Context: an optimization exercise on an open-source flow, tuned for small area. The choices shown serve that exercise and are no tape-out recipe. Function was checked by simulation only, so behaviour that the tests miss may differ from the original. Power figures rest on the tool's default switching activity, not on a simulated workload.

[design.v]
`timescale 1ns / 1ps
module mux_1 # (
   parameter TDATA_WIDTH = 8,
   parameter TKEEP_WIDTH = TDATA_WIDTH/8
) (
        input wire clk,
        input wire aresetn,
        input wire [TKEEP_WIDTH-1:0] input_keep,
        output logic [7:0] bytes_in_flit
    );
    always_ff @ (posedge clk) begin
        if (!aresetn)
            bytes_in_flit <= 0;
        else begin
            case (input_keep)
                1'b0: bytes_in_flit <= 0;
                1'b1: bytes_in_flit <= 1;
            endcase
        end 
    end
endmodule
`timescale 1ns / 1ps
module mux_2 # (
   parameter TDATA_WIDTH = 16,
   parameter TKEEP_WIDTH = TDATA_WIDTH/8
) (
        input wire clk,
        input wire aresetn,
        input wire [TKEEP_WIDTH-1:0] input_keep,
        output logic [7:0] bytes_in_flit
    );
    always_ff @ (posedge clk) begin
        if (!aresetn)
            bytes_in_flit <= 0;
        else begin
            case (input_keep)
                2'b00: bytes_in_flit <= 0;
                2'b01: bytes_in_flit <= 1;
                2'b11: bytes_in_flit <= 2;
                2'b10: bytes_in_flit <= 1;
            endcase
        end 
    end
endmodule
`timescale 1ns / 1ps
module mux_4 # (
   parameter TDATA_WIDTH = 32,
   parameter TKEEP_WIDTH = TDATA_WIDTH/8
) (
        input wire clk,
        input wire aresetn,
        input wire [TKEEP_WIDTH-1:0] input_keep,
        output logic [7:0] bytes_in_flit
    );
    always_ff @ (posedge clk) begin
        if (!aresetn)
            bytes_in_flit <= 0;
        else begin
            case (input_keep)
                4'h0: bytes_in_flit <= 0;
                4'h1: bytes_in_flit <= 1;
                4'h3: bytes_in_flit <= 2;
                4'h7: bytes_in_flit <= 3;
                4'hF: bytes_in_flit <= 4;
                4'hE: bytes_in_flit <= 3;
                4'hC: bytes_in_flit <= 2;
                4'h8: bytes_in_flit <= 1;
            endcase
        end 
    end
endmodule
`timescale 1ns / 1ps
module mux_8 # (
  parameter TDATA_WIDTH = 64,
  parameter TKEEP_WIDTH = TDATA_WIDTH/8
) (
       input wire clk,
       input wire aresetn,
       input wire [TKEEP_WIDTH-1:0] input_keep,
       output logic [7:0] bytes_in_flit
   );
   always_ff @ (posedge clk) begin
       if (!aresetn)
           bytes_in_flit <= 0;
       else begin
           case (input_keep)
               8'h0: bytes_in_flit <= 0;
               8'h1: bytes_in_flit <= 1;
               8'h3: bytes_in_flit <= 2;
               8'h7: bytes_in_flit <= 3;
               8'hF: bytes_in_flit <= 4;
               8'h1F: bytes_in_flit <= 5;
               8'h3F: bytes_in_flit <= 6;
               8'h7F: bytes_in_flit <= 7;
               8'hFF: bytes_in_flit <= 8;
               8'hFE: bytes_in_flit <= 7;
               8'hFC: bytes_in_flit <= 6;
               8'hF8: bytes_in_flit <= 5;
               8'hF0: bytes_in_flit <= 4;
               8'hE0: bytes_in_flit <= 3;
               8'hC0: bytes_in_flit <= 2;
               8'h80: bytes_in_flit <= 1;
           endcase
       end 
   end
endmodule
`timescale 1ns / 1ps
module mux_16 # (
   parameter TDATA_WIDTH = 128,
   parameter TKEEP_WIDTH = TDATA_WIDTH/8
) (
        input wire clk,
        input wire aresetn,
        input wire [TKEEP_WIDTH-1:0] input_keep,
        output logic [7:0] bytes_in_flit
    );
    always_ff @ (posedge clk) begin
        if (!aresetn)
            bytes_in_flit <= 0;
        else begin
            case (input_keep)
                16'h0: bytes_in_flit <= 0;
                16'h1: bytes_in_flit <= 1;
                16'h3: bytes_in_flit <= 2;
                16'h7: bytes_in_flit <= 3;
                16'hF: bytes_in_flit <= 4;
                16'h1F: bytes_in_flit <= 5;
                16'h3F: bytes_in_flit <= 6;
                16'h7F: bytes_in_flit <= 7;
                16'hFF: bytes_in_flit <= 8;
                16'h1FF: bytes_in_flit <= 9;
                16'h3FF: bytes_in_flit <= 10;
                16'h7FF: bytes_in_flit <= 11;
                16'hFFF: bytes_in_flit <= 12;
                16'h1FFF: bytes_in_flit <= 13;
                16'h3FFF: bytes_in_flit <= 14;
                16'h7FFF: bytes_in_flit <= 15;
                16'hFFFF: bytes_in_flit <= 16;
                16'hFFFE: bytes_in_flit <= 15;
                16'hFFFC: bytes_in_flit <= 14;
                16'hFFF8: bytes_in_flit <= 13;
                16'hFFF0: bytes_in_flit <= 12;
                16'hFFE0: bytes_in_flit <= 11;
                16'hFFC0: bytes_in_flit <= 10;
                16'hFF80: bytes_in_flit <= 9;
                16'hFF00: bytes_in_flit <= 8;
                16'hFE00: bytes_in_flit <= 7;
                16'hFC00: bytes_in_flit <= 6;
                16'hF800: bytes_in_flit <= 5;
                16'hF000: bytes_in_flit <= 4;
                16'hE000: bytes_in_flit <= 3;
                16'hC000: bytes_in_flit <= 2;
                16'h8000: bytes_in_flit <= 1;
            endcase
        end 
    end
endmodule
`timescale 1ns / 1ps
module mux_32 # (
   parameter TDATA_WIDTH = 256,
   parameter TKEEP_WIDTH = TDATA_WIDTH/8
) (
        input wire clk,
        input wire aresetn,
        input wire [TKEEP_WIDTH-1:0] input_keep,
        output logic [7:0] bytes_in_flit
    );
    always_ff @ (posedge clk) begin
        if (!aresetn)
            bytes_in_flit <= 0;
        else begin
            case (input_keep)
                32'h0: bytes_in_flit <= 0;
                32'h1: bytes_in_flit <= 1;
                32'h3: bytes_in_flit <= 2;
                32'h7: bytes_in_flit <= 3;
                32'hF: bytes_in_flit <= 4;
                32'h1F: bytes_in_flit <= 5;
                32'h3F: bytes_in_flit <= 6;
                32'h7F: bytes_in_flit <= 7;
                32'hFF: bytes_in_flit <= 8;
                32'h1FF: bytes_in_flit <= 9;
                32'h3FF: bytes_in_flit <= 10;
                32'h7FF: bytes_in_flit <= 11;
                32'hFFF: bytes_in_flit <= 12;
                32'h1FFF: bytes_in_flit <= 13;
                32'h3FFF: bytes_in_flit <= 14;
                32'h7FFF: bytes_in_flit <= 15;
                32'hFFFF: bytes_in_flit <= 16;
                32'h1FFFF: bytes_in_flit <= 17;
                32'h3FFFF: bytes_in_flit <= 18;
                32'h7FFFF: bytes_in_flit <= 19;
                32'hFFFFF: bytes_in_flit <= 20;
                32'h1FFFFF: bytes_in_flit <= 21;
                32'h3FFFFF: bytes_in_flit <= 22;
                32'h7FFFFF: bytes_in_flit <= 23;
                32'hFFFFFF: bytes_in_flit <= 24;
                32'h1FFFFFF: bytes_in_flit <= 25;
                32'h3FFFFFF: bytes_in_flit <= 26;
                32'h7FFFFFF: bytes_in_flit <= 27;
                32'hFFFFFFF: bytes_in_flit <= 28;
                32'h1FFFFFFF: bytes_in_flit <= 29;
                32'h3FFFFFFF: bytes_in_flit <= 30;
                32'h7FFFFFFF: bytes_in_flit <= 31;
                32'hFFFFFFFF: bytes_in_flit <= 32;
                32'hFFFFFFFE: bytes_in_flit <= 31;
                32'hFFFFFFFC: bytes_in_flit <= 30;
                32'hFFFFFFF8: bytes_in_flit <= 29;
                32'hFFFFFFF0: bytes_in_flit <= 28;
                32'hFFFFFFE0: bytes_in_flit <= 27;
                32'hFFFFFFC0: bytes_in_flit <= 26;
                32'hFFFFFF80: bytes_in_flit <= 25;
                32'hFFFFFF00: bytes_in_flit <= 24;
                32'hFFFFFE00: bytes_in_flit <= 23;
                32'hFFFFFC00: bytes_in_flit <= 22;
                32'hFFFFF800: bytes_in_flit <= 21;
                32'hFFFFF000: bytes_in_flit <= 20;
                32'hFFFFE000: bytes_in_flit <= 19;
                32'hFFFFC000: bytes_in_flit <= 18;
                32'hFFFF8000: bytes_in_flit <= 17;
                32'hFFFF0000: bytes_in_flit <= 16;
                32'hFFFE0000: bytes_in_flit <= 15;
                32'hFFFC0000: bytes_in_flit <= 14;
                32'hFFF80000: bytes_in_flit <= 13;
                32'hFFF00000: bytes_in_flit <= 12;
                32'hFFE00000: bytes_in_flit <= 11;
                32'hFFC00000: bytes_in_flit <= 10;
                32'hFF800000: bytes_in_flit <= 9;
                32'hFF000000: bytes_in_flit <= 8;
                32'hFE000000: bytes_in_flit <= 7;
                32'hFC000000: bytes_in_flit <= 6;
                32'hF8000000: bytes_in_flit <= 5;
                32'hF0000000: bytes_in_flit <= 4;
                32'hE0000000: bytes_in_flit <= 3;
                32'hC0000000: bytes_in_flit <= 2;
                32'h80000000: bytes_in_flit <= 1;
            endcase
        end 
    end
endmodule
`timescale 1ns / 1ps
module mux_64 # (
   parameter TDATA_WIDTH = 512,
   parameter TKEEP_WIDTH = TDATA_WIDTH/8
) (
        input wire clk,
        input wire aresetn,
        input wire [TKEEP_WIDTH-1:0] input_keep,
        output logic [6:0] bytes_in_flit
    );
    wire [63:0] u = input_keep ^ {64{~input_keep[0]}};
    wire bad = |(~u[62:0] & u[63:1]);
    wire [6:0] m;
    assign m[6] = u[63];
    genvar j, r;
    generate
        for (j = 0; j < 6; j = j + 1) begin : g_bit
            wire [(32 >> j) - 1:0] t;
            for (r = 0; r < (32 >> j); r = r + 1) begin : g_term
                assign t[r] = u[((2*r+1) << j) - 1] & ~u[((2*r+2) << j) - 1];
            end
            assign m[j] = |t;
        end
    endgenerate
    wire [6:0] n = input_keep[0] ? m : {1'b0, 6'd0 - m[5:0]};
    always_ff @ (posedge clk) begin
        if (!aresetn)
            bytes_in_flit <= 0;
        else if (!bad)
            bytes_in_flit <= n;
    end
endmodule
`timescale 1ns / 1ps
module packet_snooper # (
   parameter TDATA_WIDTH = 512,
   parameter TKEEP_WIDTH = TDATA_WIDTH/8
) (
   input wire clk,
   input wire aresetn,
   input wire [TDATA_WIDTH-1:0] in_stream_TDATA,
   input wire [TKEEP_WIDTH-1:0] in_stream_TKEEP,
   input wire in_stream_TREADY,
   input wire in_stream_TVALID,
   input wire in_stream_TLAST,
   output logic [63:0] flit_count_TDATA,
   output logic [7:0] flit_count_TKEEP,
   input  logic flit_count_TREADY,
   output logic flit_count_TVALID,
   output logic flit_count_TLAST,
   output logic [63:0] packet_count_TDATA,
   output logic [7:0] packet_count_TKEEP,
   input  logic packet_count_TREADY,
   output logic packet_count_TVALID,
   output logic packet_count_TLAST,
   output logic [63:0] cycle_count_TDATA,
   output logic [7:0] cycle_count_TKEEP,
   input  logic cycle_count_TREADY,
   output logic cycle_count_TVALID,
   output logic cycle_count_TLAST,
   input measure,
   output logic [63:0] packet_size,
   output logic packet_size_valid,
   output logic measure_sync_out
);
   logic active, first, sum_zero;
   logic [6:0] bytes_in_flit;
   logic [63:0] flit_counter, packet_counter, cycle_counter;
   wire st_meas = active & measure_sync_out;
   wire st_done = active & ~measure_sync_out;
   wire hs      = st_meas & in_stream_TVALID & in_stream_TREADY;
   assign flit_count_TKEEP   = 8'hFF;
   assign flit_count_TLAST   = 1'b1;
   assign packet_count_TKEEP = 8'hFF;
   assign packet_count_TLAST = 1'b1;
   assign cycle_count_TKEEP  = 8'hFF;
   assign cycle_count_TLAST  = 1'b1;
   always_ff @ (posedge clk) begin
      measure_sync_out <= measure;
      active <= aresetn & (active ? measure_sync_out : measure);
      first  <= ~active;
   end
   mux_64 # (.TDATA_WIDTH (TDATA_WIDTH),.TKEEP_WIDTH (TKEEP_WIDTH)) inst1
        (.clk(clk),
         .aresetn(aresetn),
         .input_keep(in_stream_TKEEP),
         .bytes_in_flit(bytes_in_flit)
         );
   wire [63:0] cyc_n, flt_n, pkt_n, psz_n;
   wire        pkt_inc = hs & in_stream_TLAST;
   inc_n #(.W(64), .B(16)) u_cyc (.q(cycle_counter),  .clr(first), .inc(1'b1),    .n(cyc_n));
   inc_n #(.W(64), .B(8)) u_flt (.q(flit_counter),   .clr(first), .inc(hs),      .n(flt_n));
   inc_n #(.W(64), .B(8)) u_pkt (.q(packet_counter), .clr(first), .inc(pkt_inc), .n(pkt_n));
   wire       psz_clr = hs & sum_zero;
   wire [7:0] psz_lo  = {1'b0, packet_size[6:0] & {7{~sum_zero}}} + {1'b0, bytes_in_flit};
   inc_n #(.W(57), .B(8)) u_psz (.q(packet_size[63:7]), .clr(psz_clr), .inc(hs & psz_lo[7]), .n(psz_n[63:7]));
   assign psz_n[6:0] = hs ? psz_lo[6:0] : packet_size[6:0];
   always_ff @ (posedge clk) begin
      cycle_counter  <= cyc_n;
      flit_counter   <= flt_n;
      packet_counter <= pkt_n;
   end
   always_ff @ (posedge clk) begin
      packet_size <= psz_n;
      if (~active) begin
         sum_zero <= 1'b1;
         packet_size_valid <= 1'b0;
      end
      else if (hs) begin
         sum_zero <= in_stream_TLAST;
         packet_size_valid <= in_stream_TLAST;
      end
   end
   always_ff @ (posedge clk) begin
      if (st_done) begin
         cycle_count_TVALID  <= cycle_count_TREADY;
         packet_count_TVALID <= packet_count_TREADY;
         flit_count_TVALID   <= flit_count_TREADY;
         if (cycle_count_TREADY)  cycle_count_TDATA  <= cycle_counter;
         if (packet_count_TREADY) packet_count_TDATA <= packet_counter;
         if (flit_count_TREADY)   flit_count_TDATA   <= flit_counter;
      end
   end
endmodule
module inc_n #(
   parameter W = 64,
   parameter B = 8
) (
   input  wire [W-1:0] q,
   input  wire         clr,
   input  wire         inc,
   output wire [W-1:0] n
);
   localparam NB = (W + B - 1) / B;
   wire [W:0]  c;
   wire [NB:0] pre;    
   assign pre[0] = 1'b1;
   genvar b, k;
   generate
      for (b = 0; b < NB; b = b + 1) begin : g_blk
         localparam LO = b * B;
         localparam HI = (LO + B < W) ? LO + B : W;
         if (b == 0) begin : g_p0
            assign pre[1] = ~clr & (&q[HI-1:LO]);
         end else begin : g_pn
            assign pre[b+1] = pre[b] & (&q[HI-1:LO]);
         end
         for (k = LO; k < HI; k = k + 1) begin : g_bit
            wire ci = (k == LO) ? (inc & pre[b]) : c[k];
            if (k == 0) begin : g_lsb
               assign n[0] = (q[0] & ~clr) ^ ci;
            end else begin : g_up
               assign n[k] = ~clr & (q[k] ^ ci);
            end
            assign c[k+1] = q[k] & ci;
         end
      end
   endgenerate
endmodule
[flow/run.sh]
#!/bin/bash
set -euo pipefail
export BUFFER_PORTS_ARGS="-buffer_cell sky130_fd_sc_hd__buf_1"
export CTS_ARGS="-sink_clustering_enable -repair_clock_nets -dont_use_dummy_load -buf_list sky130_fd_sc_hd__clkbuf_4 -sink_clustering_size 12 -sink_clustering_max_diameter 40"
bash standard.sh > flow_standard.log 2>&1
[standard.sh]
#!/bin/bash
# synth_recipe.tcl (not shown) runs the flow's synth.tcl, then flattens the netlist and writes it again
# the make line also repeats each setting of config.mk as NAME=value (left out here)
make -C /OpenROAD-flow-scripts/flow DESIGN_CONFIG=/design/flow/config.mk WORK_HOME=/design/flow/orfs CLKGATE_MAP_FILE= SYNTH_SCRIPT=/design/flow/synth_recipe.tcl "${@:-finish}"
[config.mk]
export PLATFORM = sky130hd
export DESIGN_NAME = packet_snooper
export DESIGN_NICKNAME = packet_snooper
export VERILOG_FILES = /design/flow/design.v
export SDC_FILE = /design/flow/constraint.sdc
export NUM_CORES = 4
export LEC_CHECK = 0
export CAP_MARGIN = 20
export CORE_MARGIN = 2
export CORE_UTILIZATION = 30
export SLEW_MARGIN = 20
[constraint.sdc]
create_clock -name core_clock -period 5.0 [get_ports {clk}]
set_input_delay 1.0000 -clock core_clock [delete_from_list [all_inputs] [get_ports {clk}]]
set_output_delay 1.0000 -clock core_clock [all_outputs]
set_load 0.01 [all_outputs]
==> summary.md, run 1 <==
| Metric | Value |
|---|---|
| Run status | finished clean |
| Vias | 12065 |
| Detailed router's first-iteration violation count | 610 |
| Overall routed net length | 46200 µm |
| Initial core utilization | 0.302 |
| Mean cell area of the mapped netlist | 13.2 µm² |
| Cell Rows | 91 |
| Startpoint of the worst register-to-register path | cycle_counter[1]$_DFF_P_ |
| End of the critical path | cycle_counter[46]$_DFF_P_ |
| Clock sinks | 463 |
| Instance count of the mapped netlist | 1402 |
| Post-synth EDFFs | 202 |
| Final Wtd Congestion | 0.951 |
| Combinational power share | 0.043 |
| Largest net degree at the start of global routing | 71 |
| Register bit total from synthesis | 463 |
| Ordered list of cells on the worst path | ha_1 -> nand4_1 -> nor4_1 -> buf_4 -> and2_1 -> ha_1 -> ha_1 -> ha_1 -> ha_1 -> ha_1 -> ha_1 -> ha_1 -> ha_1 -> ha_1 -> ha_1 -> ha_1 -> ha_1 -> ha_1 -> ha_1 -> ha_1 -> nor2b_1 |
| Setup repair after global routing missed its margin | no |
| Startpoint of the worst setup timing path | cycle_counter[1]$_DFF_P_ |
| Number of design rule violations left after detail routing | 0 |
| Post-detailed-placement half-perimeter wirelength | 34900 µm |
| Clock network fraction of design power | 0.301 |
| Power consumption | 6010 µW |
| Clock H-tree levels | 3 |
| Mapped cell area | 18500 µm² |
| Switching component of the power | 1380 µW |
| Net count of the finished layout | 2604 |
| Die H | 253 µm |
| TritonCTS clock tree | built |
| Number of buffers created by CTS | 68 |
| ANT nets after route | 0 |
| Shortest period the worst path allows | 4360 ps |
| First-pass iteration count of the detailed router | 5 |
| MaxCap Viol Count | 0 |
| Routed via count divided by cell count | 4.67 |
| Proportion of power drawn by flip-flops and latches | 0.655 |
| Number of distinct library cell variants in the gate-level netlist after synthesis | 55 |
| Total of warnings raised by yosys | 2 |
| Leakage Power | 0.00918 µW |
| Required time of the critical path | 5610 ps |
| Clock transition at path regs | 90 ps |
| Number of post-CTS setup repair buffers | 0 |
| Area enclosed by the die boundary | 63800 µm² |
| Seq/Total Area, Yosys | 0.609 |
| Number of placed instances, taps included | 2512 |
| Initial antenna violation count | 4 |
| Area growth syn-to-layout | 14.5% |
| Floorplan Core Area | 61400 µm² |
| Skew final | 129 ps |
| Number of placed I/O pins | 873 |
| Path class of the lowest-slack min-delay path | in2reg |
| Number of cells traversed by the worst register-to-register path | 21 |
| Slew at the pin with the worst max-slew slack | 953 ps |
| Critical path startpoint category | flop |
| Highest clock frequency the design can meet | 229 MHz |
| Critical setup path kind | reg2reg |
| Endpoints failing hold | 0 |
| Hold Crit Depth | 1 |
| Int Power | 4630 µW |
| Slack of the worst reg-to-reg path | 640 ps |
| Post-cts gate resize count | 0 |
| Maximum root-to-sink buffer count | 3 |
| Switching power as a share of total power | 0.230 |
| Fraction of layout instances using a drive strength above 1 | 0.0598 |
| Smallest setup slack after layout | 641 ps |
| First-pass GRT wire length | 70100 µm |
| Highest ir drop seen on vdd | 0.161 mV |
| CP arrival | 4970 ps |
| Minimum setup slack after placement | -53.7 ps |
| Critical path's slowest cell | sky130_fd_sc_hd__dfxtp_1 |
| Critical path capture point type | flop |
| Die X-Extent | 253 µm |
| GRT overflow | 0 |
| Period utilization | 0.872 |
| Final count of negative-setup-slack endpoints | 0 |
| Power density over the cells | 283 nW/µm² |
| Root cell of the clock tree | sky130_fd_sc_hd__clkbuf_4 |
| Filler-free cell count of the finished design | 2583 |
| Number of global-route vias before repair | 12193 |
| Largest fanout on the critical path | 2 |
| Final number of max-transition violations | 0 |
| Async set-reset flop share out of synthesis | 0 |
| Skew-Pair Late Insertion Delay | 800 ps |
| Average wire per cell in the routed design | 17.9 µm |
| Most prevalent standard cell on the critical path | sky130_fd_sc_hd__ha_1 |
| Max-slew headroom | 0.365 |
| Synth Flop Type | sky130_fd_sc_hd__dfxtp_1 |
| End of the worst register-to-register path | cycle_counter[46]$_DFF_P_ |
| IO Port Bufs | 333 |
| CTS Hold Bufs | 0 |
| CP max stage delay | 320 ps |
| Fill cell instance count of the final layout | 6115 |
| Total global routing track utilization | 0.143 |
-- power groups by stage --
stage	sequential, µW	clock, µW	combinational [µW]
final	3940	1810	261
after detailed placement	4030	0	259
after floorplan	4030	0	153
after global placement	4030	0	263
after CTS	3940	1920	260
after global routing	3940	2050	283
-- layout by cell type (no fill, tap or decap), types with 4 or more instances in the layout --
| cell type | count |
|---|---|
| sky130_fd_sc_hd__a2111oi_0 | 7 |
| sky130_fd_sc_hd__a211oi_1 | 6 |
| sky130_fd_sc_hd__a21oi_1 | 13 |
| sky130_fd_sc_hd__a221o_1 | 4 |
| sky130_fd_sc_hd__a221oi_1 | 10 |
| sky130_fd_sc_hd__a222oi_1 | 4 |
| sky130_fd_sc_hd__a22o_1 | 4 |
| sky130_fd_sc_hd__a22oi_1 | 4 |
| sky130_fd_sc_hd__and2_1 | 51 |
| sky130_fd_sc_hd__buf_1 | 333 |
| sky130_fd_sc_hd__buf_4 | 19 |
| sky130_fd_sc_hd__clkbuf_4 | 68 |
| sky130_fd_sc_hd__conb_1 | 27 |
| sky130_fd_sc_hd__dfxtp_1 | 260 |
| sky130_fd_sc_hd__edfxtp_1 | 202 |
| sky130_fd_sc_hd__ha_1 | 226 |
| sky130_fd_sc_hd__inv_1 | 59 |
| sky130_fd_sc_hd__mux2i_1 | 6 |
| sky130_fd_sc_hd__nand2_1 | 14 |
| sky130_fd_sc_hd__nand2b_1 | 14 |
| sky130_fd_sc_hd__nand3_1 | 9 |
| sky130_fd_sc_hd__nand4_1 | 54 |
| sky130_fd_sc_hd__nand4b_1 | 4 |
| sky130_fd_sc_hd__nor2_1 | 51 |
| sky130_fd_sc_hd__nor2b_1 | 190 |
| sky130_fd_sc_hd__nor3_1 | 8 |
| sky130_fd_sc_hd__nor4_1 | 9 |
| sky130_fd_sc_hd__o2111ai_1 | 5 |
| sky130_fd_sc_hd__o21ai_0 | 5 |
| sky130_fd_sc_hd__o221ai_1 | 4 |
| sky130_fd_sc_hd__o22ai_1 | 36 |
| sky130_fd_sc_hd__xnor2_1 | 34 |
| sky130_fd_sc_hd__xor2_1 | 5 |
-- synthesized netlist by cell type, types with 4 or more instances --
cell,instances,area [µm²]
sky130_fd_sc_hd__buf_4,28,210
sky130_fd_sc_hd__nor4_1,9,56.3
sky130_fd_sc_hd__a221o_1,4,40.0
sky130_fd_sc_hd__nand3_1,9,45.0
sky130_fd_sc_hd__and2_1,54,338
sky130_fd_sc_hd__nand2b_1,14,87.6
sky130_fd_sc_hd__nor2_1,51,191
sky130_fd_sc_hd__xnor2_1,34,298
sky130_fd_sc_hd__a21oi_1,13,65.1
sky130_fd_sc_hd__xor2_1,5,43.8
sky130_fd_sc_hd__nor3_1,8,40.0
sky130_fd_sc_hd__nand4b_1,4,35.0
sky130_fd_sc_hd__a22oi_1,4,30.0
sky130_fd_sc_hd__a222oi_1,4,40.0
sky130_fd_sc_hd__o2111ai_1,5,43.8
sky130_fd_sc_hd__o22ai_1,36,225
sky130_fd_sc_hd__a2111oi_0,7,61.3
sky130_fd_sc_hd__a22o_1,4,35.0
sky130_fd_sc_hd__inv_1,59,221
sky130_fd_sc_hd__nand4_1,54,338
sky130_fd_sc_hd__ha_1,226,2830
sky130_fd_sc_hd__mux2i_1,6,60.1
sky130_fd_sc_hd__edfxtp_1,202,6070
sky130_fd_sc_hd__o21ai_0,5,25.0
sky130_fd_sc_hd__a211oi_1,6,45.0
sky130_fd_sc_hd__clkbuf_1,29,109
sky130_fd_sc_hd__nand2_1,14,52.6
sky130_fd_sc_hd__o221ai_1,4,35.0
sky130_fd_sc_hd__a221oi_1,10,87.6
sky130_fd_sc_hd__dfxtp_1,261,5230
sky130_fd_sc_hd__nor2b_1,190,1190
-- per-layer routing --
layer | GRT usage | vias to the layer above | wire (µm)
li1 | - | 5765 | -
met1 | 0.179 | 5719 | 20000
met2 | 0.227 | 478 | 20700
met3 | 0.0509 | 99 | 4240
met4 | 0.0497 | 4 | 1230
met5 | 0 | - | 32
-- sequential cells by signal, summed over array words and instances (netlist names), 7 cells and up --
signal               flops
flit_counter            64
packet_count_TDATA      64
cycle_count_TDATA       64
inst1.bytes_in_flit      7
packet_size             64
packet_counter          64
flit_count_TDATA        64
cycle_counter           64
-- stage by stage --
stage / area, µm² / setup TNS (ps) / util / hold WS [ps]
2_1_floorplan: 18600 / 0 / - / 384
3_3_place_gp: 20700 / 0 / 0.337 / 396
3_5_place_dp: 20700 / -84.5 / 0.337 / 400
4_1_cts: 21200 / 0 / 0.346 / 225
5_1_grt: 21200 / 0 / 0.346 / 253
6_report: 21200 / 0 / 0.346 / 342
-- critical path, delay by kind of cell, from the launching register on --
kind / cells / cell delay (ps)
AND/OR/NAND/NOR: 4 / 450
buffers and inverters: 1 / 150
adder cells (fa/ha/maj): 16 / 3290
flip-flops: 1 / 320
-- kinds of logic (layout without fill, tap and decap cells) --
family	Yosys count	in the layout	share of synthesized area
flip-flops	463	463	0.609
AND/OR/NAND/NOR	429	429	0.140
adder cells (fa/ha/maj)	227	227	0.154
buffers and inverters	121	483	0.0302
AO/OA/AOI/OAI	116	116	0.0456
XOR/XNOR	39	39	0.0184
multiplexers	6	6	0.00324
other	1	30	0.000202
-- how the worst min path moves through the flow --
stage	start	to
floorplan	cycle_counter[0]$_DFF_P_	cycle_counter[0]$_DFF_P_
global placement	cycle_counter[0]$_DFF_P_	cycle_counter[0]$_DFF_P_
detailed placement	cycle_counter[0]$_DFF_P_	cycle_counter[0]$_DFF_P_
CTS	measure	measure_sync_out$_DFF_P_
global route	measure	measure_sync_out$_DFF_P_
finish	measure	measure_sync_out$_DFF_P_
-- area by class of cell --
| type | count | area (µm²) | area share |
|---|---|---|---|
| Antenna cell | 3 | 7.51 | 0.000354 |
| Multi-Input combinational cell | 844 | 6790 | 0.320 |
| Inverter | 63 | 236 | 0.0111 |
| Sequential cell | 463 | 11300 | 0.532 |
| Clock buffer | 68 | 510 | 0.0241 |
| Tap cell | 790 | 988 | 0.0466 |
| Timing Repair Buffer | 352 | 1390 | 0.0656 |
==> run 2: changes to the inputs <==
==> flow/run.sh (replaced) <==
#!/bin/bash
set -euo pipefail
export BUFFER_PORTS_ARGS="-buffer_cell sky130_fd_sc_hd__buf_1"
export SKIP_REPAIR_TIE_FANOUT=1
export CTS_ARGS="-sink_clustering_enable -repair_clock_nets -dont_use_dummy_load -buf_list sky130_fd_sc_hd__clkbuf_4 -sink_clustering_size 10 -sink_clustering_max_diameter 50"
bash standard.sh > flow_standard.log 2>&1
==> summary.md, run 2 <==
| Metric | Value |
|---|---|
| Filler-free cell count of the finished design | 2550 (was 2583) |
| Fraction of layout instances using a drive strength above 1 | 0.0569 (was 0.0598) |
| Required time of the critical path | 5660 ps (was 5610 ps) |
| Most common library cell in the layout ignoring fill and taps | sky130_fd_sc_hd__buf_1 (unchanged) |
| Final number of max-transition violations | 0 (unchanged) |
| Total of warnings raised by yosys | 2 (unchanged) |
| Mapped cell area | 18500 µm² (unchanged) |
| Hold_ws | 318 ps (was 342 ps) |
| Top cell type's share of synthesized area | 0.327 (unchanged) |
| Largest net degree at the start of global routing | 79 (was 71) |
| Number of distinct library cell variants in the gate-level netlist after synthesis | 55 (unchanged) |
| Final Wtd Congestion | 0.912 (was 0.951) |
| Clock sinks | 463 (unchanged) |
| Largest fanout on the critical path | 5 (was 2) |
| Instance count of the mapped netlist | 1402 (unchanged) |
| Net count of the finished layout | 2571 (was 2604) |
| Slew at the pin with the worst max-slew slack | 997 ps (was 953 ps) |
| Number of design rule violations left after detail routing | 0 (unchanged) |
| Leakage Power | 0.00907 µW (was 0.00918 µW) |
| Area enclosed by the die boundary | 63800 µm² (unchanged) |
| Maximum root-to-sink buffer count | 3 (unchanged) |
| Cell types with the highest counts after synthesis | sky130_fd_sc_hd__dfxtp_1, sky130_fd_sc_hd__ha_1, sky130_fd_sc_hd__edfxtp_1, sky130_fd_sc_hd__nor2b_1, sky130_fd_sc_hd__inv_1 (unchanged) |
| Seq/Total Area, Yosys | 0.609 (unchanged) |
| Clock H-tree levels | 2 (was 3) |
| Period utilization | 0.858 (was 0.872) |
| Critical setup path kind | reg2reg (unchanged) |
| Power density over the cells | 280 nW/µm² (was 283 nW/µm²) |
| Root cell of the clock tree | sky130_fd_sc_hd__clkbuf_4 (unchanged) |
| Die X-Extent | 253 µm (unchanged) |
| Die H | 253 µm (unchanged) |
| GRT overflow | 0 (unchanged) |
| IO Port Bufs | 333 (unchanged) |
| Final count of negative-setup-slack endpoints | 0 (unchanged) |
| Ordered list of cells on the worst path | nand4b_1 -> nor4_1 -> buf_4 -> and3_1 -> ha_1 -> ha_1 -> ha_1 -> ha_1 -> ha_1 -> ha_1 -> ha_1 -> ha_1 -> ha_1 -> ha_1 -> ha_1 -> ha_1 -> ha_1 -> ha_1 -> ha_1 -> xnor2_1 -> nor2_1 (was ha_1 -> nand4_1 -> nor4_1 -> buf_4 -> and2_1 -> ha_1 -> ha_1 -> ha_1 -> ha_1 -> ha_1 -> ha_1 -> ha_1 -> ha_1 -> ha_1 -> ha_1 -> ha_1 -> ha_1 -> ha_1 -> ha_1 -> ha_1 -> nor2b_1) |
| Async set-reset flop share out of synthesis | 0 (unchanged) |
| Highest clock frequency the design can meet | 233 MHz (was 229 MHz) |
| Total global routing track utilization | 0.142 (was 0.143) |
| Overall routed net length | 46200 µm (about the same) |
| Endpoints failing hold | 0 (unchanged) |
| Post-detailed-placement half-perimeter wirelength | 35000 µm (was 34900 µm) |
| Synth area leader | sky130_fd_sc_hd__edfxtp_1 (unchanged) |
| Max-slew headroom | 0.335 (was 0.365) |
| Vias | 11955 (was 12065) |
| Initial antenna violation count | 2 (was 4) |
| Routed via count divided by cell count | 4.69 (was 4.67) |
| Critical path capture point type | flop (unchanged) |
| Number of buffers created by CTS | 59 (was 68) |
| Synth Flop Type | sky130_fd_sc_hd__dfxtp_1 (unchanged) |
| ANT nets after route | 0 (unchanged) |
| Register bit total from synthesis | 463 (unchanged) |
| Main area contributors after synthesis | sky130_fd_sc_hd__edfxtp_1, sky130_fd_sc_hd__dfxtp_1, sky130_fd_sc_hd__ha_1 (unchanged) |
| Post-synth EDFFs | 202 (unchanged) |
| Most repeated cell in the gate-level netlist after synthesis | sky130_fd_sc_hd__dfxtp_1 (unchanged) |
| TritonCTS clock tree | built (unchanged) |
| Run status | finished clean (unchanged) |
| Average wire per cell in the routed design | 18.1 µm (was 17.9 µm) |
| Critical path's slowest cell | sky130_fd_sc_hd__dfxtp_4 (was sky130_fd_sc_hd__dfxtp_1) |
| First-pass GRT wire length | 69900 µm (was 70100 µm) |
| Mean cell area of the mapped netlist | 13.2 µm² (unchanged) |
| Setup repair after global routing missed its margin | no (unchanged) |
| Cell Rows | 91 (unchanged) |
| Most used cells in the layout excluding fill and tap cells | sky130_fd_sc_hd__buf_1, sky130_fd_sc_hd__dfxtp_1, sky130_fd_sc_hd__ha_1 (unchanged) |
| Critical path startpoint category | flop (unchanged) |
| Shortest period the worst path allows | 4290 ps (was 4360 ps) |
| Detailed router's first-iteration violation count | 635 (was 610) |
| Floorplan Core Area | 61400 µm² (unchanged) |
| Area growth syn-to-layout | 13.7% (was 14.5%) |
| CTS Hold Bufs | 0 (unchanged) |
| Number of post-CTS setup repair buffers | 0 (unchanged) |
| Post-cts gate resize count | 0 (unchanged) |
| Highest ir drop seen on vdd | 0.199 mV (was 0.161 mV) |
| Skew-Pair Late Insertion Delay | 830 ps (was 800 ps) |
| Path class of the lowest-slack min-delay path | in2reg (unchanged) |
| Clock transition at path regs | 110 ps (was 90 ps) |
| Initial core utilization | 0.302 (unchanged) |
| CP arrival | 4950 ps (was 4970 ps) |
| First-pass iteration count of the detailed router | 5 (unchanged) |
| CP max stage delay | 420 ps (was 320 ps) |
| Number of placed I/O pins | 873 (unchanged) |
| MaxCap Viol Count | 0 (unchanged) |
| Most prevalent standard cell on the critical path | sky130_fd_sc_hd__ha_1 (unchanged) |
| Number of placed instances, taps included | 2488 (was 2512) |
| Post-Route Setup TNS | 0 ps (unchanged) |
| Number of global-route vias before repair | 12268 (was 12193) |
| Skew final | 156 ps (was 129 ps) |
[run 2: changes by cell type in the layout (fill, tap and decap cells not counted), sizes merged]
cell	previous run	this run
conb	27	1
clkbuf	68	59
buf	352	354
[run 2: stage by stage]
stage / power, µW / util / area [µm²] / worst slack (ps)
floorplan: 4180 / - / 18500 / 884
global placement: 4290 / 0.336 / 20600 / 55.6
detailed placement: 4280 / 0.336 / 20600 / 51.3
CTS: 6010 / 0.343 / 21100 / 603
global route: 6150 / 0.343 / 21100 / 389
finish: 5900 / 0.343 / 21100 / 711
[run 2: per-layer routing]
metal  global-route usage  part of all wire  wire length, µm
met5                    0                 0                0
met4               0.0500             0.029             1350
met3               0.0482             0.090             4180
met2                0.233              0.46            21300
met1                0.172              0.42            19300
[run 2: path summary, 6_finish.rpt]
check	from	to	slack, ps	cells past startpoint
setup / recovery	first$_DFF_P_	cycle_counter[63]$_DFF_P_	710	21
hold / removal	measure	measure_sync_out$_DFF_P_	320	1
setup reg to reg	first$_DFF_P_	cycle_counter[63]$_DFF_P_	710	21
hold reg to reg	packet_counter[55]$_DFF_P_	packet_count_TDATA[55]$_DFFE_PP_	370	0
[run 2: cell type report]
cell class	instances	area, µm²
fill	6124	40300
timing repair buffer	354	1410
tap	790	988
antenna	3	7.51
multi-input combinational	818	6690
sequential	463	11300
clock buffer	59	443
inverter	63	236
[run 2: cell families after synthesis]
| group | after synthesis | synth area share |
|---|---|---|
| buffers and inverters | 121 | 0.0302 |
| multiplexers | 6 | 0.00324 |
| AO/OA/AOI/OAI | 116 | 0.0456 |
| XOR/XNOR | 39 | 0.0184 |
| other | 1 | 0.000202 |
| flip-flops | 463 | 0.609 |
| AND/OR/NAND/NOR | 429 | 0.140 |
| adder cells (fa/ha/maj) | 227 | 0.154 |
[run 2: where the power goes]
part           switching (µW)  internal (µW)  total, µW
registers                6.91           3930       3940
clock network            1160            537       1700
logic                     192           68.8        261
total                    1360           4540       5900
[run 2: worst max-delay path, delay by kind of cell, from the launching register on]
| kind | cells | cell delay [ps] |
|---|---|---|
| adders and majority gates | 15 | 3030 |
| DFF | 1 | 420 |
| and+or+nand+nor | 4 | 390 |
| buffers and inverters | 1 | 140 |
| xor gates and xnor gates | 1 | 140 |
==> run 3: changes to the inputs <==
==> flow/run.sh (replaced) <==
#!/bin/bash
set -euo pipefail
export BUFFER_PORTS_ARGS="-buffer_cell sky130_fd_sc_hd__buf_1"
export CTS_ARGS="-sink_clustering_enable -repair_clock_nets -dont_use_dummy_load -buf_list sky130_fd_sc_hd__clkbuf_4 -sink_clustering_size 10 -sink_clustering_max_diameter 50"
bash standard.sh > flow_standard.log 2>&1
==> summary.md, run 3 <==
| Metric | Value |
|---|---|
| Fill cell instance count of the final layout | 6121 (was 6124) |
| IO Port Bufs | 333 (unchanged) |
| Number of buffers created by CTS | 58 (was 59) |
| Final count of negative-setup-slack endpoints | 0 (unchanged) |
| Reg area | 11300 µm² (unchanged) |
| Area of the multi-input gates | 6790 µm² (was 6690 µm²) |
| Register bit total from synthesis | 463 (unchanged) |
| End of the worst register-to-register path | packet_counter[62]$_DFF_P_ (was cycle_counter[63]$_DFF_P_) |
| Main area contributors after synthesis | sky130_fd_sc_hd__edfxtp_1, sky130_fd_sc_hd__dfxtp_1, sky130_fd_sc_hd__ha_1 (unchanged) |
| Floorplan Core Area | 61400 µm² (unchanged) |
| Most used cells in the layout excluding fill and tap cells | sky130_fd_sc_hd__buf_1, sky130_fd_sc_hd__dfxtp_1, sky130_fd_sc_hd__ha_1 (unchanged) |
| Top cell type's share of synthesized area | 0.327 (unchanged) |
| Detailed router's first-iteration violation count | 662 (was 635) |
| Final design area excluding fillers | 21100 µm² (about the same) |
| Maximum root-to-sink buffer count | 3 (unchanged) |
| Total of warnings raised by yosys | 2 (unchanged) |
| GRT overflow | 0 (unchanged) |
| Leakage Power | 0.00914 µW (was 0.00907 µW) |
| Vias | 12006 (was 11955) |
| Cell types with the highest counts after synthesis | sky130_fd_sc_hd__dfxtp_1, sky130_fd_sc_hd__ha_1, sky130_fd_sc_hd__edfxtp_1, sky130_fd_sc_hd__nor2b_1, sky130_fd_sc_hd__inv_1 (unchanged) |
| TritonCTS clock tree | built (unchanged) |
| Number of distinct library cell variants in the gate-level netlist after synthesis | 55 (unchanged) |
| Post-detailed-placement cell area | 20700 µm² (was 20600 µm²) |
| Mean cell area of the mapped netlist | 13.2 µm² (unchanged) |
| Power density over the cells | 279 nW/µm² (was 280 nW/µm²) |
| Slack of the worst reg-to-reg path | 670 ps (was 710 ps) |
| Clock H-tree levels | 2 (unchanged) |
| Async set-reset flop share out of synthesis | 0 (unchanged) |
| Path class of the lowest-slack min-delay path | in2reg (unchanged) |
| Endpoints failing hold | 0 (unchanged) |
| Instance count of the mapped netlist | 1402 (unchanged) |
| Required time of the critical path | 5650 ps (was 5660 ps) |
| Seq/Total Area, Yosys | 0.609 (unchanged) |
| Post-Route Setup TNS | 0 ps (unchanged) |
| Skew-Pair Late Insertion Delay | 830 ps (about the same) |
| Highest ir drop seen on vdd | 0.165 mV (was 0.199 mV) |
| Synth Flop Type | sky130_fd_sc_hd__dfxtp_1 (unchanged) |
| Total global routing track utilization | 0.142 (about the same) |
| Post-cts gate resize count | 0 (unchanged) |
| Setup repair after global routing missed its margin | no (unchanged) |
| Skew final | 169 ps (was 156 ps) |
| Post-detailed-placement half-perimeter wirelength | 34900 µm (was 35000 µm) |
| Root cell of the clock tree | sky130_fd_sc_hd__clkbuf_4 (unchanged) |
| End point of the most critical hold path | measure_sync_out$_DFF_P_ (unchanged) |
| First-pass iteration count of the detailed router | 5 (unchanged) |
| Most repeated cell in the gate-level netlist after synthesis | sky130_fd_sc_hd__dfxtp_1 (unchanged) |
| Period utilization | 0.865 (was 0.858) |
| Critical path startpoint category | flop (unchanged) |
| Overall routed net length | 46200 µm (about the same) |
| Final Wtd Congestion | 0.951 (was 0.912) |
| Net count of the finished layout | 2594 (was 2571) |
| Clock transition at path regs | 100 ps (was 110 ps) |
| Final number of max-transition violations | 0 (unchanged) |
| CP arrival | 4970 ps (was 4950 ps) |
| Minimum setup slack after placement | -53.7 ps (was 51.3 ps) |
| Slew at the pin with the worst max-slew slack | 951 ps (was 997 ps) |
| Synth area leader | sky130_fd_sc_hd__edfxtp_1 (unchanged) |
| Area enclosed by the die boundary | 63800 µm² (unchanged) |
| Clock sinks | 463 (unchanged) |
| First-pass GRT wire length | 70200 µm (was 69900 µm) |
| Highest clock frequency the design can meet | 231 MHz (was 233 MHz) |
| Die X-Extent | 253 µm (unchanged) |
| Initial antenna violation count | 4 (was 2) |
| Number of global-route vias before repair | 12157 (was 12268) |
| Largest fanout on the critical path | 5 (unchanged) |
| Shortest period the worst path allows | 4330 ps (was 4290 ps) |
| Number of cells traversed by the worst register-to-register path | 18 (was 21) |
| Critical path capture point type | flop (unchanged) |
| Max-slew headroom | 0.366 (was 0.335) |
| Utilization after layout | 0.345 (was 0.343) |
| Number of design rule violations left after detail routing | 0 (unchanged) |
| Smallest setup slack after layout | 674 ps (was 711 ps) |
| Critical setup path kind | reg2reg (unchanged) |
| Hold Crit Depth | 1 (unchanged) |
| Fraction of layout instances using a drive strength above 1 | 0.0545 (was 0.0569) |
| MaxCap Viol Count | 0 (unchanged) |
| Mapped cell area | 18500 µm² (unchanged) |
| Area growth syn-to-layout | 14.1% (was 13.7%) |
| Initial core utilization | 0.302 (unchanged) |
| Number of placed I/O pins | 873 (unchanged) |
| Post-synth EDFFs | 202 (unchanged) |
| Largest net degree at the start of global routing | 71 (was 79) |
| Average wire per cell in the routed design | 18.0 µm (was 18.1 µm) |
| ANT nets after route | 0 (unchanged) |
| Die H | 253 µm (unchanged) |
| CTS Hold Bufs | 0 (unchanged) |
| Cell Rows | 91 (unchanged) |
| Power consumption | 5910 µW (was 5900 µW) |
| Run status | finished clean (unchanged) |
| Number of post-CTS setup repair buffers | 0 (unchanged) |
| Hold wc startpoint | measure (unchanged) |
| Most common library cell in the layout ignoring fill and taps | sky130_fd_sc_hd__buf_1 (unchanged) |
| Startpoint of the worst register-to-register path | measure_sync_out$_DFF_P_ (was first$_DFF_P_) |
| Routed via count divided by cell count | 4.66 (was 4.69) |
-- run 3: changes by cell type in the layout (fill, tap and decap cells not counted) --
cell	before	now
sky130_fd_sc_hd__buf_4	21	19
sky130_fd_sc_hd__clkbuf_4	59	58
sky130_fd_sc_hd__conb_1	1	27
sky130_fd_sc_hd__diode_2	3	4
-- run 3: worst max path at each step --
stage | cells past startpoint | to | slack (ps) | from
floorplan | 16 | flit_counter[62]$_DFF_P_ | 880 | in_stream_TREADY
global placement | 19 | packet_counter[62]$_DFF_P_ | 6 | in_stream_TREADY
detailed placement | 19 | packet_counter[62]$_DFF_P_ | -50 | in_stream_TREADY
CTS | 18 | packet_counter[62]$_DFF_P_ | 510 | measure_sync_out$_DFF_P_
global route | 18 | packet_counter[62]$_DFF_P_ | 420 | measure_sync_out$_DFF_P_
finish | 18 | packet_counter[62]$_DFF_P_ | 670 | measure_sync_out$_DFF_P_
-- run 3: kinds of logic (layout without fill, tap and decap cells) --
logic type,after synthesis,count (layout),share of synthesized area
flops,463,463,0.609
xor+xnor,39,39,0.0184
simple gates,429,429,0.140
buf+inv,121,473,0.0302
mux,6,6,0.00324
compound gates,116,116,0.0456
other cells,1,31,0.000202
fa+ha+maj,227,227,0.154
-- run 3: where the power goes --
| part | internal (µW) | switching (µW) |
|---|---|---|
| registers | 3930 | 6.67 |
| logic | 68.5 | 192 |
| clock network | 528 | 1180 |
-- run 3: metrics by stage --
step                cells  hold slack, ps
CTS                  2570             178
global route         2573             219
finish               2574             285
detailed placement   2512             400
floorplan            1428             384
global placement     2512             396
-- run 3: area by class of cell --
class / count / area share
tap: 790 / 0.0467
timing repair buffer: 352 / 0.0658
inverter: 63 / 0.0112
sequential: 463 / 0.534
multi-input combinational: 844 / 0.321
clock buffer: 58 / 0.0206
antenna: 4 / 0.000473
-- run 3: metal layers --
layer / part of all wire / GRT usage / vias to the layer above
met3: 0.090 / 0.0486 / 89
li1: - / - / 5745
met4: 0.024 / 0.0411 / 4
met1: 0.43 / 0.179 / 5734
met5: 0.00058 / 0 / -
met2: 0.45 / 0.228 / 434
-- run 3: critical path: stages, from the launching register on --
cell and delay [ps]:
sky130_fd_sc_hd__dfxtp_1 470, sky130_fd_sc_hd__nand4_4 180, sky130_fd_sc_hd__buf_4 200, sky130_fd_sc_hd__nor4_2 310, sky130_fd_sc_hd__buf_4 180, sky130_fd_sc_hd__nand2_1 60, sky130_fd_sc_hd__or3_1 430, sky130_fd_sc_hd__or3_4 440
sky130_fd_sc_hd__nor3_4 230, sky130_fd_sc_hd__nand2_2 90, sky130_fd_sc_hd__nor3_2 210, sky130_fd_sc_hd__ha_1 180, sky130_fd_sc_hd__ha_1 180, sky130_fd_sc_hd__ha_1 170, sky130_fd_sc_hd__ha_1 170, sky130_fd_sc_hd__ha_1 150
sky130_fd_sc_hd__ha_1 150, sky130_fd_sc_hd__ha_1 220, sky130_fd_sc_hd__nor2b_1 130
==> run 4: changes to the inputs <==
==> flow/run.sh (replaced) <==
#!/bin/bash
# Layout flow: the standard flow (standard synthesis unchanged), with
#  - the port buffers made from the smallest buffer cell,
#  - one tie cell for the constant outputs (no tie fanout repair),
#  - a clock tree of small clock buffers, clustered, without dummy loads.
# ORFS writes each step's full log under orfs/logs; make's own output goes
# to flow_standard.log.
set -euo pipefail
export BUFFER_PORTS_ARGS="-buffer_cell sky130_fd_sc_hd__buf_1"
export SKIP_REPAIR_TIE_FANOUT=1
export CTS_ARGS="-sink_clustering_enable -repair_clock_nets -dont_use_dummy_load -buf_list sky130_fd_sc_hd__clkbuf_4 -sink_clustering_size 10 -sink_clustering_max_diameter 50"
bash standard.sh > flow_standard.log 2>&1
--- a/config.mk
+++ b/config.mk
@@ -8,4 +8,5 @@
 export CAP_MARGIN = 20
 export CORE_MARGIN = 2
 export CORE_UTILIZATION = 30
+export PLACE_DENSITY = 0.9
 export SLEW_MARGIN = 20
==> summary.md, run 4 <==
| Metric | Value |
|---|---|
| Most prevalent standard cell on the critical path | sky130_fd_sc_hd__ha_1 (unchanged) |
| Post-detailed-placement cell area | 20600 µm² (was 20700 µm²) |
| Instance count of the mapped netlist | 1402 (unchanged) |
| Area growth syn-to-layout | 13.3% (was 14.1%) |
| CP arrival | 5210 ps (was 4970 ps) |
| Total global routing track utilization | 0.138 (was 0.142) |
| Root cell of the clock tree | sky130_fd_sc_hd__clkbuf_4 (unchanged) |
| Slack of the worst reg-to-reg path | 520 ps (was 670 ps) |
| CP max stage delay | 450 ps (was 470 ps) |
| First-pass GRT wire length | 68300 µm (was 70200 µm) |
| Switching component of the power | 1330 µW (was 1380 µW) |
| Die H | 253 µm (unchanged) |
| Most repeated cell in the gate-level netlist after synthesis | sky130_fd_sc_hd__dfxtp_1 (unchanged) |
| Critical path's slowest cell | sky130_fd_sc_hd__or3_4 (was sky130_fd_sc_hd__dfxtp_1) |
| End point of the most critical hold path | flit_count_TDATA[61]$_DFFE_PP_ (was measure_sync_out$_DFF_P_) |
| Number of buffers created by CTS | 56 (was 58) |
| Slew at the pin with the worst max-slew slack | 1090 ps (was 951 ps) |
| Number of global-route vias before repair | 12243 (was 12157) |
| Most used cells in the layout excluding fill and tap cells | sky130_fd_sc_hd__buf_1, sky130_fd_sc_hd__dfxtp_1, sky130_fd_sc_hd__ha_1 (unchanged) |
| Startpoint of the worst register-to-register path | measure_sync_out$_DFF_P_ (unchanged) |
| Average wire per cell in the routed design | 17.7 µm (was 18.0 µm) |
| Hold Crit Depth | 0 (was 1) |
| Die X-Extent | 253 µm (unchanged) |
| First-pass iteration count of the detailed router | 7 (was 5) |
| Post-detailed-placement half-perimeter wirelength | 34300 µm (was 34900 µm) |
| Clock network fraction of design power | 0.282 (was 0.289) |
| Number of cells traversed by the worst register-to-register path | 19 (was 18) |
| Register bit total from synthesis | 463 (unchanged) |
| Max-slew headroom | 0.270 (was 0.366) |
| Shortest period the worst path allows | 4580 ps (was 4330 ps) |
| Power density over the cells | 278 nW/µm² (was 279 nW/µm²) |
| Most common library cell in the layout ignoring fill and taps | sky130_fd_sc_hd__buf_1 (unchanged) |
| Skew-Pair Late Insertion Delay | 780 ps (was 830 ps) |
| Overall routed net length | 45100 µm (was 46200 µm) |
| Hold wc startpoint | flit_counter[61]$_DFF_P_ (was measure) |
| Routed via count divided by cell count | 4.77 (was 4.66) |
| Number of placed instances, taps included | 2484 (was 2512) |
| Number of distinct library cell variants in the gate-level netlist after synthesis | 55 (unchanged) |
| Total of warnings raised by yosys | 2 (unchanged) |
| Proportion of power drawn by flip-flops and latches | 0.675 (was 0.667) |
| MaxCap Viol Count | 0 (unchanged) |
| Number of design rule violations left after detail routing | 0 (unchanged) |
| Final count of negative-setup-slack endpoints | 0 (unchanged) |
| Final number of max-transition violations | 0 (unchanged) |
| Clock transition at path regs | 100 ps (about the same) |
| Endpoints failing hold | 0 (unchanged) |
| Synth area leader | sky130_fd_sc_hd__edfxtp_1 (unchanged) |
| Seq/Total Area, Yosys | 0.609 (unchanged) |
| Ordered list of cells on the worst path | buf_1 -> nand4_4 -> buf_4 -> nor4_2 -> buf_4 -> nand2_1 -> or3_1 -> or3_4 -> nor3_4 -> nand2_2 -> nor3_2 -> ha_1 -> ha_1 -> ha_1 -> ha_1 -> ha_1 -> ha_1 -> ha_1 -> xnor2_1 -> nor2_1 (was nand4_4 -> buf_4 -> nor4_2 -> buf_4 -> nand2_1 -> or3_1 -> or3_4 -> nor3_4 -> nand2_2 -> nor3_2 -> ha_1 -> ha_1 -> ha_1 -> ha_1 -> ha_1 -> ha_1 -> ha_1 -> nor2b_1) |
| Switching power as a share of total power | 0.228 (was 0.233) |
| Highest ir drop seen on vdd | 0.216 mV (was 0.165 mV) |
| Critical path startpoint category | input port (was flop) |
| Clock sinks | 463 (unchanged) |
| Net count of the finished layout | 2564 (was 2594) |
| Combinational power share | 0.044 (about the same) |
| Final design area excluding fillers | 21000 µm² (was 21100 µm²) |
| Leakage Power | 0.00903 µW (was 0.00914 µW) |
| Initial core utilization | 0.302 (unchanged) |
| Number of post-CTS setup repair buffers | 0 (unchanged) |
| Setup repair after global routing missed its margin | no (unchanged) |
| Skew final | 112 ps (was 169 ps) |
| CTS Hold Bufs | 0 (unchanged) |
| Number of placed I/O pins | 873 (unchanged) |
| IO Port Bufs | 333 (unchanged) |
| Post-Route Setup TNS | 0 ps (unchanged) |
| Main area contributors after synthesis | sky130_fd_sc_hd__edfxtp_1, sky130_fd_sc_hd__dfxtp_1, sky130_fd_sc_hd__ha_1 (unchanged) |
| GRT overflow | 0 (unchanged) |
| Cell Rows | 91 (unchanged) |
| Filler-free cell count of the finished design | 2541 (was 2574) |
| Async set-reset flop share out of synthesis | 0 (unchanged) |
| Floorplan Core Area | 61400 µm² (unchanged) |
| Critical path capture point type | flop (unchanged) |
| Required time of the critical path | 5620 ps (was 5650 ps) |
| TritonCTS clock tree | built (unchanged) |
| Int Power | 4510 µW (was 4530 µW) |
| Mean cell area of the mapped netlist | 13.2 µm² (unchanged) |
| Maximum root-to-sink buffer count | 3 (unchanged) |
| Post-cts gate resize count | 0 (unchanged) |
| Final Wtd Congestion | 0.975 (was 0.951) |
| Vias | 12121 (was 12006) |
| Highest clock frequency the design can meet | 218 MHz (was 231 MHz) |
| Area enclosed by the die boundary | 63800 µm² (unchanged) |
| Largest fanout on the critical path | 5 (unchanged) |
| Period utilization | 0.917 (was 0.865) |
| Mapped cell area | 18500 µm² (unchanged) |
| Initial antenna violation count | 1 (was 4) |
| Path class of the lowest-slack min-delay path | reg2reg (was in2reg) |
| Largest net degree at the start of global routing | 96 (was 71) |
| Run status | finished clean (unchanged) |
| Power consumption | 5840 µW (was 5910 µW) |
| Cell types with the highest counts after synthesis | sky130_fd_sc_hd__dfxtp_1, sky130_fd_sc_hd__ha_1, sky130_fd_sc_hd__edfxtp_1, sky130_fd_sc_hd__nor2b_1, sky130_fd_sc_hd__inv_1 (unchanged) |
| Top cell type's share of synthesized area | 0.327 (unchanged) |
| Critical setup path kind | in2reg (was reg2reg) |
| Detailed router's first-iteration violation count | 551 (was 662) |
| Post-synth EDFFs | 202 (unchanged) |
| End of the worst register-to-register path | packet_counter[63]$_DFF_P_ (was packet_counter[62]$_DFF_P_) |
| Fraction of layout instances using a drive strength above 1 | 0.0531 (was 0.0545) |
| Clock H-tree levels | 2 (unchanged) |
| ANT nets after route | 0 (unchanged) |
| Synth Flop Type | sky130_fd_sc_hd__dfxtp_1 (unchanged) |
-- run 4: worst max path at each step --
stage	slack (ps)	cells past startpoint	start	end
2_1_floorplan	880	16	in_stream_TREADY	flit_counter[62]$_DFF_P_
3_3_place_gp	-260	19	in_stream_TREADY	packet_counter[62]$_DFF_P_
3_5_place_dp	-370	20	in_stream_TREADY	packet_counter[63]$_DFF_P_
4_1_cts	390	19	measure_sync_out$_DFF_P_	packet_counter[63]$_DFF_P_
5_1_grt	140	19	measure_sync_out$_DFF_P_	packet_counter[63]$_DFF_P_
6_report	420	20	in_stream_TREADY	packet_counter[63]$_DFF_P_
-- run 4: worst max-delay path, delay by kind of cell --
| kind | cells | cell delay (ps) |
|---|---|---|
| adders and majority gates | 7 | 1320 |
| and+or+nand+nor | 9 | 2080 |
| xor gates and xnor gates | 1 | 140 |
| buffers and inverters | 3 | 640 |
-- run 4: power by group through the flow --
stage | sequential (µW) | clock, µW | combinational (µW)
4_1_cts | 3940 | 1730 | 250
2_1_floorplan | 4030 | 0 | 153
3_5_place_dp | 4030 | 0 | 250
6_report | 3940 | 1650 | 254
5_1_grt | 3940 | 1850 | 275
3_3_place_gp | 4030 | 0 | 254
-- run 4: stage by stage --
step	utilization	setup WS [ps]	hold slack, ps
2_1_floorplan	-	884	384
3_3_place_gp	0.336	-261	414
3_5_place_dp	0.336	-374	419
4_1_cts	0.342	385	334
5_1_grt	0.342	141	364
6_report	0.342	417	381
-- run 4: kinds of logic after synthesis --
logic type	after synthesis	synth area share
and+or+nand+nor	429	0.140
adders and majority gates	227	0.154
AOI/OAI and AO/OA	116	0.0456
xor gates and xnor gates	39	0.0184
DFF	463	0.609
muxes	6	0.00324
buffers and inverters	121	0.0302
other	1	0.000202
-- run 4: per-layer routing --
| metal | track usage | routed length, µm | vias up | part of all wire |
|---|---|---|---|---|
| met5 | 0 | 0 | - | 0 |
| met4 | 0.0575 | 1740 | 0 | 0.039 |
| met3 | 0.0418 | 3890 | 112 | 0.086 |
| met2 | 0.235 | 21400 | 535 | 0.47 |
| met1 | 0.161 | 18100 | 5766 | 0.40 |
| li1 | - | - | 5708 | - |
-- run 4: final cells by class --
cell class                 count  area, µm²
antenna                        1       2.50
clock buffer                  56        420
fill                        5913      40400
multi-input combinational    818       6690
sequential                   463      11300
inverter                      63        236
timing repair buffer         350       1380
tap                          790        988
==> run 5: changes to the inputs <==
--- a/config.mk
+++ b/config.mk
@@ -8,5 +8,6 @@
 export CAP_MARGIN = 20
 export CORE_MARGIN = 2
 export CORE_UTILIZATION = 30
+export GPL_TIMING_DRIVEN = 0
 export PLACE_DENSITY = 0.9
 export SLEW_MARGIN = 20
==> summary.md, run 5 <==
| Metric | Value |
|---|---|
| Clock H-tree levels | 2 (unchanged) |
| Synth Flop Type | sky130_fd_sc_hd__dfxtp_1 (unchanged) |
| Filler-free cell count of the finished design | 2588 (was 2541) |
| Vias | 12267 (was 12121) |
| Mean cell area of the mapped netlist | 13.2 µm² (unchanged) |
| Path class of the lowest-slack min-delay path | in2reg (was reg2reg) |
| Instance count of the mapped netlist | 1402 (unchanged) |
| Fraction of layout instances using a drive strength above 1 | 0.0608 (was 0.0531) |
| CP max stage delay | 670 ps (was 450 ps) |
| Final Wtd Congestion | 0.971 (was 0.975) |
| Number of placed instances, taps included | 2525 (was 2484) |
| Cell types with the highest counts after synthesis | sky130_fd_sc_hd__dfxtp_1, sky130_fd_sc_hd__ha_1, sky130_fd_sc_hd__edfxtp_1, sky130_fd_sc_hd__nor2b_1, sky130_fd_sc_hd__inv_1 (unchanged) |
| IO Port Bufs | 331 (was 333) |
| Initial antenna violation count | 4 (was 1) |
| Critical setup path kind | in2reg (unchanged) |
| Total global routing track utilization | 0.142 (was 0.138) |
| Max-slew headroom | 0.309 (was 0.270) |
| Die H | 253 µm (unchanged) |
| Hold_ws | 330 ps (was 381 ps) |
| Overall routed net length | 46300 µm (was 45100 µm) |
| Seq/Total Area, Yosys | 0.609 (unchanged) |
| Endpoints failing hold | 0 (unchanged) |
| Initial core utilization | 0.302 (unchanged) |
| Slew at the pin with the worst max-slew slack | 1030 ps (was 1090 ps) |
| Most prevalent standard cell on the critical path | sky130_fd_sc_hd__ha_1 (unchanged) |
| Most repeated cell in the gate-level netlist after synthesis | sky130_fd_sc_hd__dfxtp_1 (unchanged) |
| Top cell type's share of synthesized area | 0.327 (unchanged) |
| Number of design rule violations left after detail routing | 0 (unchanged) |
| Average wire per cell in the routed design | 17.9 µm (was 17.7 µm) |
| Clock sinks | 463 (unchanged) |
| MaxCap Viol Count | 0 (unchanged) |
| First-pass GRT wire length | 69600 µm (was 68300 µm) |
| Hold wc startpoint | measure (was flit_counter[61]$_DFF_P_) |
| Number of global-route vias before repair | 12208 (was 12243) |
| Required time of the critical path | 5630 ps (was 5620 ps) |
| Fill cell instance count of the final layout | 5906 (was 5913) |
| Ordered list of cells on the worst path | buf_1 -> nand4_4 -> or4_4 -> or3_4 -> nor3_4 -> nand2_2 -> nor3_4 -> nand2_2 -> nor3_2 -> ha_1 -> ha_1 -> ha_1 -> ha_1 -> ha_1 -> ha_1 -> ha_1 -> nor2b_1 (was buf_1 -> nand4_4 -> buf_4 -> nor4_2 -> buf_4 -> nand2_1 -> or3_1 -> or3_4 -> nor3_4 -> nand2_2 -> nor3_2 -> ha_1 -> ha_1 -> ha_1 -> ha_1 -> ha_1 -> ha_1 -> ha_1 -> xnor2_1 -> nor2_1) |
| Area enclosed by the die boundary | 63800 µm² (unchanged) |
| Startpoint of the worst setup timing path | in_stream_TREADY (unchanged) |
| TritonCTS clock tree | built (unchanged) |
| Main area contributors after synthesis | sky130_fd_sc_hd__edfxtp_1, sky130_fd_sc_hd__dfxtp_1, sky130_fd_sc_hd__ha_1 (unchanged) |
| CTS Hold Bufs | 0 (unchanged) |
| Number of cells traversed by the worst register-to-register path | 21 (was 19) |
| Detailed router's first-iteration violation count | 608 (was 551) |
| Root cell of the clock tree | sky130_fd_sc_hd__clkbuf_4 (unchanged) |
| Largest net degree at the start of global routing | 65 (was 96) |
| Async set-reset flop share out of synthesis | 0 (unchanged) |
| Clock transition at path regs | 110 ps (was 100 ps) |
| Power density over the cells | 276 nW/µm² (was 278 nW/µm²) |
| Shortest period the worst path allows | 4460 ps (was 4580 ps) |
| Number of distinct library cell variants in the gate-level netlist after synthesis | 55 (unchanged) |
| Post-cts gate resize count | 0 (unchanged) |
| Run status | finished clean (unchanged) |
| Highest ir drop seen on vdd | 0.280 mV (was 0.216 mV) |
| Post-synth EDFFs | 202 (unchanged) |
| Period utilization | 0.893 (was 0.917) |
| Largest fanout on the critical path | 6 (was 5) |
| Mapped cell area | 18500 µm² (unchanged) |
| Floorplan Core Area | 61400 µm² (unchanged) |
| CP arrival | 5100 ps (was 5210 ps) |
| Post-detailed-placement half-perimeter wirelength | 36000 µm (was 34300 µm) |
| Most common library cell in the layout ignoring fill and taps | sky130_fd_sc_hd__buf_1 (unchanged) |
| Final number of max-transition violations | 0 (unchanged) |
| Synth area leader | sky130_fd_sc_hd__edfxtp_1 (unchanged) |
| Number of buffers created by CTS | 58 (was 56) |
| Utilization after layout | 0.347 (was 0.342) |
| Skew-Pair Late Insertion Delay | 780 ps (about the same) |
| Net count of the finished layout | 2607 (was 2564) |
| Highest clock frequency the design can meet | 224 MHz (was 218 MHz) |
| Maximum root-to-sink buffer count | 3 (unchanged) |
| Cell Rows | 91 (unchanged) |
| Leakage Power | 0.00914 µW (was 0.00903 µW) |
| Total of warnings raised by yosys | 2 (unchanged) |
| Skew final | 159 ps (was 112 ps) |
| Final count of negative-setup-slack endpoints | 0 (unchanged) |
| Number of post-CTS setup repair buffers | 0 (unchanged) |
| GRT overflow | 0 (unchanged) |
| Minimum setup slack after placement | -360 ps (was -374 ps) |
| Most used cells in the layout excluding fill and tap cells | sky130_fd_sc_hd__buf_1, sky130_fd_sc_hd__dfxtp_1, sky130_fd_sc_hd__ha_1 (unchanged) |
| First-pass iteration count of the detailed router | 5 (was 7) |
| Hold Crit Depth | 1 (was 0) |
| Register bit total from synthesis | 463 (unchanged) |
| Smallest setup slack after layout | 536 ps (was 417 ps) |
| Startpoint of the worst register-to-register path | cycle_counter[0]$_DFF_P_ (was measure_sync_out$_DFF_P_) |
| Routed via count divided by cell count | 4.74 (was 4.77) |
| Area growth syn-to-layout | 14.8% (was 13.3%) |
| Critical path capture point type | flop (unchanged) |
| Critical path's slowest cell | sky130_fd_sc_hd__or4_4 (was sky130_fd_sc_hd__or3_4) |
| Critical path startpoint category | input port (unchanged) |
| ANT nets after route | 0 (unchanged) |
| Setup repair after global routing missed its margin | no (unchanged) |
| Die X-Extent | 253 µm (unchanged) |
| Number of placed I/O pins | 873 (unchanged) |
run 5: critical path: cells and delay by family:
| family | cells | cell delay [ps] |
|---|---|---|
| and+or+nand+nor | 9 | 2560 |
| buffers and inverters | 1 | 220 |
| adders and majority gates | 7 | 1300 |
run 5: kinds of logic after synthesis:
logic type,Yosys count,share of synthesized area
XOR/XNOR,39,0.0184
flip-flops,463,0.609
AO/OA/AOI/OAI,116,0.0456
AND/OR/NAND/NOR,429,0.140
buffers and inverters,121,0.0302
other,1,0.000202
multiplexers,6,0.00324
adder cells (fa/ha/maj),227,0.154
run 5: where the power goes:
| part | internal, µW | total [µW] | switching [µW] | leakage [µW] |
|---|---|---|---|---|
| registers | 3930 | 3940 | 7.65 | 0.00435 |
| clock network | 528 | 1650 | 1120 | 0.000267 |
| logic | 83.1 | 285 | 202 | 0.00452 |
run 5: final cells by class:
| cell class | count | area [µm²] | share of cell area |
|---|---|---|---|
| timing repair buffer | 333 | 1290 | 0.0606 |
| buffer | 58 | 325 | 0.0153 |
| clock buffer | 58 | 435 | 0.0205 |
| multi-input combinational | 818 | 6700 | 0.315 |
| tap | 790 | 988 | 0.0465 |
| antenna | 5 | 12.5 | 0.000588 |
| sequential | 463 | 11300 | 0.531 |
| inverter | 63 | 236 | 0.0111 |
run 5: metal layers:
metal	GRT usage	routed length [µm]	vias up
li1	-	-	5795
met1	0.170	18700	5757
met2	0.232	21100	568
met3	0.0454	4370	145
met4	0.0636	2010	2
met5	0	13	-
run 5: through the flow:
stage                     setup TNS, ps  area, µm²  power, µW
after detailed placement          -1230      20800       4310
after floorplan                       0      18500       4180
final                                 0      21300       5870
after global placement             -901      20800       4310
after global routing                  0      21300       6100
after CTS                             0      21300       5950
run 5: path summary, 6_finish.rpt:
check                                                       end  slack, ps
worst min register to register  cycle_count_TDATA[24]$_DFFE_PP_        390
worst min-delay path                   measure_sync_out$_DFF_P_        330
worst max register to register        cycle_counter[63]$_DFF_P_        560
worst max-delay path                   flit_counter[62]$_DFF_P_        540

separate check: timing with driven ports:
In the flow no input, the clock included, has a driving cell. The finished layouts below were timed again as built, in two steps.
Step 1: set_driving_cell puts a clkbuf_16 on clk and a buf_2 on each other input, an assumption about the parent block.
Step 2 also shifts input and output timing later by t, the mid clock arrival at the registers, as if the neighbouring blocks saw the same clock.
Three values: ideal, step 1, step 2; two values: the first two.
run	t (ns)	setup slack, ns	hold WS [ns]	worst setup path at the end
run 1	0.799	0.641 / 0.641 / -0.003	0.342 / 0.314 / 0.384	input to register
run 2	0.806	0.711 / 0.711 / 0.135	0.318 / 0.299 / 0.369	input to register
run 3	0.797	0.674 / 0.674 / 0.065	0.285 / 0.257 / 0.361	input to register
run 4	0.772	0.417 / 0.444 / -0.328	0.381 / 0.381 / 0.381	input to register
run 5	0.750	0.536 / 0.557 / -0.186	0.330 / 0.352 / 0.385	input to register
With both steps, setup timing fails in run 1, run 4 and run 5, where it was met with ideal ports. For run 4, which loses most, drivers alone change the setup slack by +0.027 ns; drivers and shift together by -0.745 ns.
